Source: an optimization exercise on an open RTL-to-GDS flow (aim: small area and a short achievable clock period). Production flows keep margins and buffers that such runs may drop.
The RTL was checked by simulation tests, not by an equivalence proof against the original design.
Power and IR drop assume default switching activity.

== zinc ==
Design MAC, start of the top module:
module MAC #(parameter ABIT = 16, BBIT = 16, EBIT = 8)
(
	i_clk,
	i_a, i_b, i_loadVal,
	i_load, i_add, i_useMul,
	o_result
);
clock: 12.0 ns
lec_check: 0
cap_margin: 20
core_margin: 2
core_utilization: 60
cts_buf_list: sky130_fd_sc_hd__clkbuf_4 sky130_fd_sc_hd__clkbuf_8
place_density: 0.7
slew_margin: 20
standard.sh (not shown) runs the stock make flow with config.mk's settings and CLKGATE_MAP_FILE= SYNTH_SCRIPT=/design/flow/synth_recipe.tcl, a recipe that flattens the netlist after the stock synthesis.
==> flow/flow/run.sh <==
#!/bin/bash
set -euo pipefail
export BUFFER_PORTS_ARGS="-buffer_cell sky130_fd_sc_hd__buf_2"
export SYNTH_ARGS="-noabc"
export SETUP_SLACK_MARGIN=6.6
bash standard.sh > standard.log 2>&1
Edits applied to the flow inputs when going from zinc to willow:
Settings: CTS_BUF_LIST no longer set, was sky130_fd_sc_hd__clkbuf_4 sky130_fd_sc_hd__clkbuf_8; PLACE_DENSITY no longer set, was 0.7.
--- a/flow/flow/run.sh
+++ b/flow/flow/run.sh
@@ -4,2 +4 @@
-export SYNTH_ARGS="-noabc"
-export SETUP_SLACK_MARGIN=6.6
+export SETUP_SLACK_MARGIN=7.0
==> results.txt <==
| synthesized-area fraction occupied by xor and xnor cells | higher: zinc |
Against zinc, willow comes in 38 higher on number of fill cells.
For willow, the cell with the largest stage delay on the worst path was sky130_fd_sc_hd__fa_2, unlike zinc, where it was sky130_fd_sc_hd__fa_1.
Between willow and zinc, the total wirelength of the detailed-routed design is lower for zinc.
Non-clock buffer count: willow vs zinc up 5
Taking willow as 1.0, zinc lands at 0.816 on post-layout total power.
willow gives less clock-buffer cell count than zinc did.
Setup changes, willow to amber
--- a/flow/flow/run.sh
+++ b/flow/flow/run.sh
@@ -4 +4 @@
-export SETUP_SLACK_MARGIN=7.0
+export SETUP_SLACK_MARGIN=6.5
Results
- Compared with willow, in amber fraction of final layout cells sized beyond drive strength 1 shows a reduction of 15 points, maximum fanout encountered on the critical timing path climbed 21, layout-stage area growth over the synthesis result decreased by 16 points relative to the old numbers, transition time of the tightest slew-check pin shows a reduction of 11 ps.
Edits applied to the flow inputs when going from amber to nickel:
Settings: CTS_BUF_LIST now sky130_fd_sc_hd__clkbuf_4 sky130_fd_sc_hd__clkbuf_8, previously not set; PLACE_DENSITY now 0.8, previously not set.
--- a/flow/flow/run.sh
+++ b/flow/flow/run.sh
@@ -3,0 +4 @@
+export SYNTH_ARGS="-noabc"
Results
Compared with amber, nickel has less setup slack. nickel vs amber on number of combinational gates with multiple inputs: nickel is the lower one. Looking at simple logic cell fraction of the synthesized area, nickel sits below amber. Going from amber to nickel, mean cell area of the mapped netlist went up 6.9%; clock power now sits lower.
What juniper does differently from nickel at the input level:
Settings: swapping 0.8 for 0.7 in PLACE_DENSITY; swapping 20 for 5 in SLEW_MARGIN; swapping 20 for 5 in CAP_MARGIN.
Results
Clock distribution power, juniper and nickel, lower one = nickel.
Taking nickel as the reference, in juniper core utilization decreased by 0.34 points relative to the old numbers, total power decreased by about 3.7% relative to the old numbers, global-route wire length before repair decreased by 1200 µm relative to the old numbers.
The number of instances in the placed design of nickel and that of juniper are within noise of each other.
Changes in fjord relative to juniper:
Settings: CAP_MARGIN changed from 5 to 20; PLACE_DENSITY removed (was 0.7); CTS_BUF_LIST removed (was sky130_fd_sc_hd__clkbuf_4 sky130_fd_sc_hd__clkbuf_8); SLEW_MARGIN changed from 5 to 20.
--- a/flow/flow/run.sh
+++ b/flow/flow/run.sh
@@ -4,2 +4 @@
-export SYNTH_ARGS="-noabc"
-export SETUP_SLACK_MARGIN=6.5
+export SETUP_SLACK_MARGIN=6.0
### Flow results
The time the worst path needs with I/O delays and setup reported for fjord is greater than that of juniper by 380 ps.
Routed wire in fjord totals more than in juniper.
Looking only at synthesized cell count, and setting everything else aside, the higher value of juniper and fjord goes to fjord.
Compared with juniper, fjord shows a area enclosed by the die boundary that is 6.9% higher.
Summary of fjord over juniper: design area climbed 2.3%, clock buffer count in the final layout went down by 1, worst endpoint data arrival time rose 330 ps.


MAC again, from the RTL that the note above started with.
clock: 12.0 ns
lec_check: 0
cap_margin: 20
core_margin: 2
core_utilization: 60
cts_buf_list: sky130_fd_sc_hd__clkbuf_4 sky130_fd_sc_hd__clkbuf_8
place_density: 0.75
slew_margin: 20
==> flow/flow/run.sh <==
#!/bin/bash
set -euo pipefail
export BUFFER_PORTS_ARGS="-buffer_cell sky130_fd_sc_hd__buf_2"
export SYNTH_ARGS="-noabc"
export SETUP_SLACK_MARGIN=6.5
bash standard.sh > standard.log 2>&1
Change:
==> flow/flow/run.sh (replaced) <==
#!/bin/bash
set -euo pipefail
export BUFFER_PORTS_ARGS="-buffer_cell sky130_fd_sc_hd__buf_2"
export SYNTH_ARGS="-noabc"
export SETUP_SLACK_MARGIN=6.7
bash standard.sh > standard.log 2>&1
- PLACE_DENSITY: 0.75 -> not set
The new run completed with no timing, DRC or antenna violations.
Wire length came out higher by a few percent.
Cell count came out higher slightly.
Combinational power came out higher by roughly a tenth.
Critical path depth is unchanged.
Die area does not change.
Sequential cell count stays the same.
Register-to-register slack gains 0.05 ns.
Non-clock buffer count came out higher by 9.
Change:
==> flow/flow/run.sh (replaced) <==
#!/bin/bash
set -euo pipefail
export BUFFER_PORTS_ARGS="-buffer_cell sky130_fd_sc_hd__buf_2"
export SETUP_SLACK_MARGIN=6.5
bash standard.sh > standard.log 2>&1
- PLACE_DENSITY: not set -> 0.7
- The new run went through all stages and came out clean
- design area decreases by 3.9%
- clock-buffer cell count decreases by 1
- setup slack improves by 0.012 ns
- routed wire length is about the same
- sequential power barely changes
- global-route usage decreases by 1.2 points
Change:
- CORE_UTILIZATION: 60 -> 70
- PLACE_DENSITY: 0.7 -> not set
Effect: The new run passed the timing, DRC and antenna checks. Global-route usage goes up by 6.1 points. Routed wire length goes up by 1.5%. Clock power climbs by about 50%. Setup slack is worse by 0.015 ns. Power went up by 4.3%. Sequential share of layout area barely changes. Non-clock buffer count shrinks by 1. Clock skew falls by 0.0039 ns. Register-to-register slack gains 0.02 ns. First-iteration DRC count is higher by about 30%.
Change:
==> flow/flow/run.sh (replaced) <==
#!/bin/bash
set -euo pipefail
export BUFFER_PORTS_ARGS="-buffer_cell sky130_fd_sc_hd__buf_1"
export SETUP_SLACK_MARGIN=6.5
bash standard.sh > standard.log 2>&1
The changed run went through all stages and came out clean.
Global-route usage drops by 0.48 points.
Via count came out higher by a few percent.
Worst setup slack loses 0.089 ns.
Clock power went down by a little under a tenth.
Die area is unchanged.
Routed wire length increases by a few percent.
Sequential share of layout area went down by 0.33 points.


Setup of the baseline:
Starting RTL as in the previous note.
## MAC
module MAC #(parameter ABIT = 16, BBIT = 16, EBIT = 8)
(
	i_clk,
	i_a, i_b, i_loadVal,
	i_load, i_add, i_useMul,
	o_result
);
clock: 12.0 ns
lec_check: 0
cap_margin: 20
core_margin: 2
core_utilization: 60
cts_buf_list: sky130_fd_sc_hd__clkbuf_4 sky130_fd_sc_hd__clkbuf_8
slew_margin: 20
==> flow/flow/run.sh <==
#!/bin/bash
set -euo pipefail
export BUFFER_PORTS_ARGS="-buffer_cell sky130_fd_sc_hd__buf_2"
export SETUP_SLACK_MARGIN=6.5
bash standard.sh > standard.log 2>&1
The baseline reached the end of the flow, and the finished layout is clean on the timing, DRC and antenna checks.
### the baseline -> the candidate
Settings: PLACE_DENSITY: unset -> 0.7; GPL_ROUTABILITY_DRIVEN: unset -> 0.
--- a/flow/flow/run.sh
+++ b/flow/flow/run.sh
@@ -3,2 +3,3 @@
 export BUFFER_PORTS_ARGS="-buffer_cell sky130_fd_sc_hd__buf_2"
+export SYNTH_ARGS="-noabc"
 export SETUP_SLACK_MARGIN=6.5
## What came out
Each of the runs, namely the candidate and the baseline, reached the end of the flow and came out clean.
Going from the baseline to the candidate, clock buffer instance count of the final layout rose by 1; footprint of the multi-input gates fell by 1.2%.
From the baseline to the candidate the numbers moved as follows: unique cell type count in the Yosys netlist dropped 5; synthesized cell count shows a reduction of 13%; count of non-filler cells in the finished layout now smaller.

==> afterwards: timing with drivers on the ports <==
No port has a modelled driver above. Below, the same layouts with a new extraction and two added sets of constraints. Step 1, drivers: a clkbuf_16 drives i_clk and a buf_2 each remaining input, both assumed. Step 2 adds t to the input delays and takes it off the output delays; t is the mean of the earliest and latest rising clock arrival at the registers after step 1. Input paths then give back, and output paths get back, about the clock's delay inside the block. Three values: no drivers, after step 1, after step 2; two values: the first two.
run | t, ns | setup slack, ns | hold slack, ns
zinc | 0.415 | 6.550 / 6.538 / 6.137 | 0.654 / 0.654 / 0.654
willow | 0.378 | 6.533 / 6.537 / 6.160 | 0.714 / 0.714 / 0.714
amber | 0.366 | 6.579 / 6.549 / 6.183 | 0.689 / 0.689 / 0.689
nickel | 0.402 | 6.512 / 6.528 / 6.126 | 0.663 / 0.663 / 0.663
juniper | 0.407 | 6.540 / 6.561 / 6.154 | 0.646 / 0.646 / 0.646
fjord | 0.376 | 6.164 / 6.189 / 5.813 | 0.678 / 0.678 / 0.678
the first run of note 2 | 0.417 | 6.531 / 6.534 / 6.117 | 0.651 / 0.651 / 0.651
the second run of note 2 | 0.403 | 6.566 / 6.557 / 6.153 | 0.656 / 0.656 / 0.656
the third run of note 2 | 0.382 | 6.578 / 6.540 / 6.163 | 0.722 / 0.722 / 0.722
the fourth run of note 2 | 0.391 | 6.563 / 6.496 / 6.105 | 0.704 / 0.704 / 0.704
the fifth run of note 2 | 0.380 | 6.473 / 6.471 / 6.092 | 0.705 / 0.705 / 0.705
the baseline | 0.379 | 6.559 / 6.522 / 6.183 | 0.691 / 0.691 / 0.691
the candidate | 0.407 | 6.540 / 6.561 / 6.154 | 0.646 / 0.646 / 0.646
After both steps setup and hold are still met in every run listed. The setup slack of the fourth run of note 2, which loses most, moves by -0.067 ns with the drivers and by -0.458 ns with both steps.
